What follows belongs to an exercise in optimizing a design on an open flow for small area; a production flow would make more cautious choices. RTL that was checked went through simulation tests only; none was proved equivalent to the original. No driver is modelled on the clock port, so clocking that relies on it looks cheaper here than on a real chip. Power and IR drop assume default switching activity.

## build 51
Design apb_slave_timer, start of the top module:
module apb_slave_timer(clk, rst,
			psel, penable, pwrite, paddr, pwdata, prdata,
			pready,
			irq);
Size in the first run: about 480 cells after synthesis, roughly 130 flip-flops, about 87 I/O pins.
==> flow/config.mk <==
export PLATFORM = sky130hd
export DESIGN_NAME = apb_slave_timer
export DESIGN_NICKNAME = apb_slave_timer
export VERILOG_FILES = /design/flow/design.v
export SDC_FILE = /design/flow/constraint.sdc
export NUM_CORES = 4
export LEC_CHECK = 0
export ABC_AREA = 1
export CAP_MARGIN = 20
export CORE_MARGIN = 2
export CORE_UTILIZATION = 60
export SLEW_MARGIN = 20
==> flow/constraint.sdc <==
create_clock -name core_clock -period 5.0 [get_ports {clk}]
set_input_delay 1.0000 -clock core_clock [delete_from_list [all_inputs] [get_ports {clk}]]
set_output_delay 1.0000 -clock core_clock [all_outputs]
set_load 0.01 [all_outputs]
standard.sh (not shown) runs the stock make flow with config.mk's settings and CLKGATE_MAP_FILE= SYNTH_SCRIPT=/design/flow/synth_recipe.tcl, a recipe that flattens the netlist after the stock synthesis.
==> flow/flow/run.sh <==
#!/bin/bash
# Own layout flow: the standard ORFS flow with
#  - an area-oriented ABC mapping script (flow/abc_area.script) for synthesis,
#    otherwise the standard synthesis (same registers, names and cells);
#  - port buffers of the smallest buffer cell;
#  - a clock tree of small clock buffers, without dummy loads;
#  - power (area) recovery after global routing.
# Each tool's output goes to the ORFS logs under orfs/logs and to the
# make logs written here.
set -euo pipefail
W=$PWD
rm -rf "$W/own_scripts"
cp -r "$FLOW_HOME/scripts" "$W/own_scripts"
cp "$W/flow/abc_area.script" "$W/own_scripts/abc_area.script"
SCRIPTS_DIR="$W/own_scripts" bash standard.sh synth > "$W/make_synth.log" 2>&1

export BUFFER_PORTS_ARGS="-buffer_cell sky130_fd_sc_hd__buf_1"
export CTS_ARGS="${OWN_CTS_ARGS:--sink_clustering_enable -repair_clock_nets -dont_use_dummy_load -buf_list {sky130_fd_sc_hd__clkbuf_4 sky130_fd_sc_hd__clkbuf_8}}"
export RECOVER_POWER=100
bash standard.sh > "$W/make_layout.log" 2>&1
==> flow/flow/abc_area.script <==
&get -n
&st
&dch -f
&nf -a
&put
topo
Although build 51 finished all stages, its layout failed final checks on max-capacitance violations, max-slew violations.
Inputs modified between build 51 and build 18:
--- a/flow/flow/run.sh
+++ b/flow/flow/run.sh
@@ -5,5 +5,5 @@
 #  - port buffers of the smallest buffer cell;
 #  - a clock tree of small clock buffers, without dummy loads;
-#  - power (area) recovery after global routing.
+#  - the ORFS defaults elsewhere.
 # Each tool's output goes to the ORFS logs under orfs/logs and to the
 # make logs written here.
@@ -16,5 +16,4 @@
 
 export BUFFER_PORTS_ARGS="-buffer_cell sky130_fd_sc_hd__buf_1"
-export CTS_ARGS="${OWN_CTS_ARGS:--sink_clustering_enable -repair_clock_nets -dont_use_dummy_load -buf_list {sky130_fd_sc_hd__clkbuf_4 sky130_fd_sc_hd__clkbuf_8}}"
-export RECOVER_POWER=100
+export CTS_ARGS="${OWN_CTS_ARGS:--sink_clustering_enable -repair_clock_nets -dont_use_dummy_load -sink_clustering_size 30 -sink_clustering_max_diameter 200 -buf_list {sky130_fd_sc_hd__clkbuf_4 sky130_fd_sc_hd__clkbuf_8}}"
 bash standard.sh > "$W/make_layout.log" 2>&1
[summary]
Looking across build 18 and build 51, the single run that reached the end with no open violations was build 18.
Comparing build 18 and build 51, the higher proportion of final cell area spent on non-clock buffers was measured on build 18.
From build 51 to build 18 the numbers moved as follows: detailed-route vias per instance saw little to no change, design area went up by 0.39%, wire length after detailed routing was more or less identical, peak fanout along the critical path lost 30, relative contribution of the clock network to total power picked up an extra 0.2 points.
Looking at build 18 and build 51, the worst reg-to-reg setup slack is a wash.
Build 18 vs build 51 — count of filler cells inserted in the layout dropped 7.
Area after synthesis came out exactly the same in build 18 and build 51.
In build 18 relative to build 51, overall power consumption had gone up slightly.
Setup slack: build 18 > build 51
Input-level comparison between build 82 and build 18:
- CORE_UTILIZATION: 60 -> 70
Notes after the runs:
- The final reports for build 82 and build 18 show met2 layer wire length in the routed design higher in the former.
- Taking build 18 as the reference, in build 82 setup slack increased by 0.055 ns relative to the old numbers; area fraction of clock buffers and clock inverters ~0 delta.
No functional check of the RTL was part of any run of this note.

* * *

Setup of job 323:
The RTL this note starts from:
==> flow/design.v <==
module apb_slave_timer(clk, rst,
			psel, penable, pwrite, paddr, pwdata, prdata,
			pready,
			irq);
	input	clk;
	input	rst;
	input	psel;
	input	penable;
	input	pwrite;
	input	[15:0] paddr;
	input	[31:0] pwdata;
	output	reg [31:0] prdata;
	output	reg pready;
	output	irq;
	localparam BLK = 8;
	reg	[1:0] tmr_cfg;
	reg	[31:0] tmr_cnt_n;	 
	reg	[31:0] tmr_div_n;	 
	reg	[31:0] tmr_free_cnt;
	wire	[31:0] tmr_cnt = ~tmr_cnt_n;
	wire	[31:0] tmr_div = ~tmr_div_n;
	assign irq = tmr_cfg[1];
	wire	wr = psel & penable & pwrite & ~|paddr[15:2];
	wire	w0 = wr & (paddr[1:0] == 2'd0);
	wire	w1 = wr & (paddr[1:0] == 2'd1);
	wire	w2 = wr & (paddr[1:0] == 2'd2);
	wire	w3 = wr & (paddr[1:0] == 2'd3);
	wire	ld1 = w1 & ~rst, kp1 = ~(w1 | rst);
	wire	ld2 = w2 & ~rst, kp2 = ~(w2 | rst);
	wire	ld3 = w3 & ~rst, kp3 = ~(w3 | rst);
	genvar i, k;
	wire	[32:0] fc;		 
	wire	[32/BLK:0] fbc;		 
	assign	fbc[0] = 1'b1;
	generate for (k = 0; k < 32/BLK; k = k + 1) begin : g_fb
		assign fbc[k+1] = fbc[k] & (&tmr_free_cnt[k*BLK +: BLK]);
		assign fc[k*BLK] = fbc[k];
		for (i = k*BLK; i < k*BLK + BLK - 1; i = i + 1) begin : g_fc
			assign fc[i+1] = fc[i] & tmr_free_cnt[i];
		end
	end endgenerate
	wire	[31:0] free_inc = tmr_free_cnt ^ fc[31:0];
	wire	[32:0] bc;
	wire	[32/BLK:0] bbc;
	assign	bbc[0] = tmr_cfg[0];
	generate for (k = 0; k < 32/BLK; k = k + 1) begin : g_bb
		assign bbc[k+1] = bbc[k] & (&tmr_cnt_n[k*BLK +: BLK]);
		assign bc[k*BLK] = bbc[k];
		for (i = k*BLK; i < k*BLK + BLK - 1; i = i + 1) begin : g_bc
			assign bc[i+1] = bc[i] & tmr_cnt_n[i];
		end
	end endgenerate
	wire	[31:0] cnt_dec = tmr_cnt ^ bc[31:0];
	wire	hit = bbc[32/BLK];	 
	wire	ld_en = w0 & ~tmr_cfg[0] & pwdata[0];
	wire	[31:0] cnt_nx = (cnt_dec | {32{ld_en}}) & (tmr_div | {32{~(hit | ld_en)}});
always	@(posedge clk) begin
	tmr_free_cnt <= ({32{ld3}} & pwdata) | ({32{kp3}} & free_inc);
	tmr_div_n <= ~(({32{ld2}} & pwdata) | ({32{kp2}} & tmr_div));
	tmr_cnt_n <= ~(({32{ld1}} & pwdata) | ({32{kp1}} & cnt_nx));
	if (rst)
		tmr_cfg <= 2'b00;
	else if (w0)
		tmr_cfg <= pwdata[1:0];
	else if (hit)
		tmr_cfg[1] <= 1'b1;
	pready <= psel & penable;
	case (paddr[1:0])
		2'd0: prdata <= {tmr_cnt[31:2], tmr_cfg};
		2'd1: prdata <= tmr_cnt;
		2'd2: prdata <= tmr_div;
		default: prdata <= tmr_free_cnt;
	endcase
end
endmodule
Settings: LEC_CHECK=0, ABC_AREA=1, CAP_MARGIN=10, CORE_MARGIN=2, CORE_UTILIZATION=60, SLEW_MARGIN=10; clock period 5.0 ns.
==> flow/flow/run.sh <==
#!/bin/bash
# Own layout flow: the standard ORFS flow, except
#  - synthesis: the standard synthesis runs first (its registers, names and
#    cells are kept); then flow/gen_netlist.py writes the datapath as cells
#    with those register names, Yosys/ABC (flow/abc_area.script) maps the
#    remaining control logic, and that netlist replaces 1_2_yosys.v. If any
#    of this fails, the standard netlist is kept.
#  - port buffers of the smallest buffer cell;
#  - a clock tree of clkbuf_4 buffers, without dummy loads; flow/cts_hook.tcl
#    then swaps any clock buffer whose flip-flop clock pins see a slew above
#    OWN_CTS_MAX_SLEW for the next stronger one.
# Each tool's output goes to its own log file here (and ORFS's under orfs/logs).
set -euo pipefail
W=$PWD
PLAT=${FLOW_PLATFORM:-sky130hd}
RES=$W/orfs/results/$PLAT/apb_slave_timer/base
LOGS=$W/orfs/logs/$PLAT/apb_slave_timer/base
LIB=$FLOW_HOME/platforms/$PLAT/lib/sky130_fd_sc_hd__tt_025C_1v80.lib

bash standard.sh synth > "$W/make_synth.log" 2>&1
cp "$RES/1_2_yosys.v" "$W/standard_1_2_yosys.v"

own_ok=0
if python3 "$W/flow/gen_netlist.py" "$W/standard_1_2_yosys.v" "$W/mixed.v" > "$W/gen_netlist.log" 2>&1; then
  DU=$(grep -o -- '-dont_use [^ ]*' "$LOGS/1_2_yosys.log" | sort -u | tr '\n' ' ')
  sed -e "s|@LIB@|$LIB|g" -e "s|@MIXED@|$W/mixed.v|" -e "s|@ABC@|$W/flow/abc_area.script|" \
      -e "s|@DONTUSE@|$DU|" -e "s|@OUT@|$W/own_1_2_yosys.v|" "$W/flow/own_synth.ys.in" > "$W/own_synth.ys"
  if yosys -l "$W/own_synth.log" "$W/own_synth.ys" > /dev/null 2>&1; then
    own_ok=1
  fi
fi
echo "own synthesis used: $own_ok" | tee "$W/own_synth_used.txt"
if [[ $own_ok == 1 ]]; then
  cp "$W/own_1_2_yosys.v" "$RES/1_2_yosys.v"
  rm -f "$RES/1_synth.odb" "$RES/1_synth.sdc"
  bash standard.sh synth > "$W/make_synth2.log" 2>&1
fi

export BUFFER_PORTS_ARGS="-buffer_cell sky130_fd_sc_hd__buf_1"
export CTS_ARGS="-sink_clustering_enable -repair_clock_nets -dont_use_dummy_load -buf_list {sky130_fd_sc_hd__clkbuf_4}"
export PRE_CTS_TCL="$W/flow/cts_hook.tcl"
export OWN_CTS_MAX_SLEW=0.110
bash standard.sh > "$W/make_layout.log" 2>&1
Other scripts of this flow, unchanged in this note and not shown: flow/flow/abc_area.script, flow/flow/cts_hook.tcl, flow/flow/gen_netlist.py, flow/flow/own_synth.ys.in
Changes in job 1692 relative to job 323:
# job 323
export LEC_CHECK = 0
export ABC_AREA = 1
export CAP_MARGIN = 10
export CORE_MARGIN = 2
export CORE_UTILIZATION = 60
export SLEW_MARGIN = 10
create_clock -name core_clock -period 5.0 [get_ports {clk}]
# job 1692
export LEC_CHECK = 0
export ABC_AREA = 1
export CAP_MARGIN = 20
export CORE_MARGIN = 2
export CORE_UTILIZATION = 60
export SLEW_MARGIN = 20
create_clock -name core_clock -period 5.0 [get_ports {clk}]
[summary]
The power share of the clock group of job 323 and that of job 1692 are within noise of each other.
Job 1692 -> job 323: total number of cells along the worst setup path delta 0, exact match
Re fraction of standard cell area that is sequential: no difference whatsoever between job 323 and job 1692.
Diff job 1692..job 323 | minimum hold slack | unchanged
Job 323 -> job 1692: transition time at the pin with the least slew margin flat
Between job 1692 and job 323, the difference in met1 routing resource usage after global routing is negligible.
[compare] base=job 323 new=job 1692: all-layer global routing usage stayed essentially flat; effective utilization at floorplan stayed essentially flat.
Input-level comparison between job 876 and job 1692:
# job 1692
export LEC_CHECK = 0
export ABC_AREA = 1
export CAP_MARGIN = 20
export CORE_MARGIN = 2
export CORE_UTILIZATION = 60
export SLEW_MARGIN = 20
create_clock -name core_clock -period 5.0 [get_ports {clk}]
# job 876
export LEC_CHECK = 0
export ABC_AREA = 1
export CAP_MARGIN = 20
export CORE_MARGIN = 2
export CORE_UTILIZATION = 70
export SLEW_MARGIN = 20
create_clock -name core_clock -period 5.0 [get_ports {clk}]
Notes after the runs:
- Summary of job 876 over job 1692: total power level; global placement routability congestion went up; via density per instance now sits higher; total wire length has increased.
- Diff job 1692 -> job 876: fmax dropped about 1.2%; design area barely changed; critical path depth fell by 2; final critical delay including setup and external delays has increased.
- Looking at placed wire-length estimate, job 876 sits 3.5% above job 1692.
--- input diff job 876..job 3392 ---
# job 876
export LEC_CHECK = 0
export ABC_AREA = 1
export CAP_MARGIN = 20
export CORE_MARGIN = 2
export CORE_UTILIZATION = 70
export SLEW_MARGIN = 20
create_clock -name core_clock -period 5.0 [get_ports {clk}]
# job 3392
export LEC_CHECK = 0
export ABC_AREA = 1
export CAP_MARGIN = 5
export CORE_MARGIN = 2
export CORE_UTILIZATION = 60
export GPL_TIMING_DRIVEN = 0
export SLEW_MARGIN = 5
create_clock -name core_clock -period 5.0 [get_ports {clk}]
--- outcome ---
Between job 3392 and job 876, the maximum number of pins on one net before global-route repair is lower for job 876. Summary: with job 876 as the reference, via count in job 3392 moved down by a few percent. Job 3392 vs. job 876: critical path depth picked up an extra 1, fraction of met3 tracks used by global routing lost 0.59 points. Compared with job 876, in job 3392 data-path buffer share of cell area in the final layout increased 1.7 points, share of total power in the clock network higher.

-- static timing again, ports no longer ideal --
Ports are ideal in the flow. The routed layouts listed here were re-timed in OpenROAD.
Step 1, drivers: a clkbuf_16 drives clk and a buf_2 each remaining input, both assumed.
Step 2 times the ports against the registers' clock, not the clock port: input delays grow and output delays shrink by t, the midpoint of the rising clock arrivals with the driver on.
Three values: ideal ports, drivers, drivers and shift; two values: the first two.
run | shift t [ns] | setup WS [ns] | hold WS [ns] | clock arrival spread, ns | cell pins on the clock port's net
build 51 | 0.452 | 0.961 / 0.971 / 0.519 | 0.475 / 0.475 / 0.475 | 0.024 / 0.023 | 1
build 18 | 0.456 | 1.926 / 1.926 / 1.708 | 0.474 / 0.474 / 0.474 | 0.026 / 0.025 | 1
build 82 | 0.443 | 1.981 / 1.981 / 1.703 | 0.478 / 0.478 / 0.478 | 0.026 / 0.026 | 1
job 323 | 0.508 | 1.850 / 1.850 / 1.791 | 0.468 / 0.468 / 0.468 | 0.036 / 0.036 | 1
job 1692 | 0.508 | 1.850 / 1.850 / 1.791 | 0.468 / 0.468 / 0.468 | 0.036 / 0.036 | 1
job 876 | 0.537 | 1.813 / 1.813 / 1.631 | 0.477 / 0.477 / 0.477 | 0.032 / 0.032 | 1
job 3392 | 0.528 | 1.765 / 1.765 / 1.422 | 0.477 / 0.477 / 0.477 | 0.043 / 0.043 | 1
The setup slack of build 51, which loses most, moves by +0.010 ns with the drivers and by -0.442 ns with both steps.
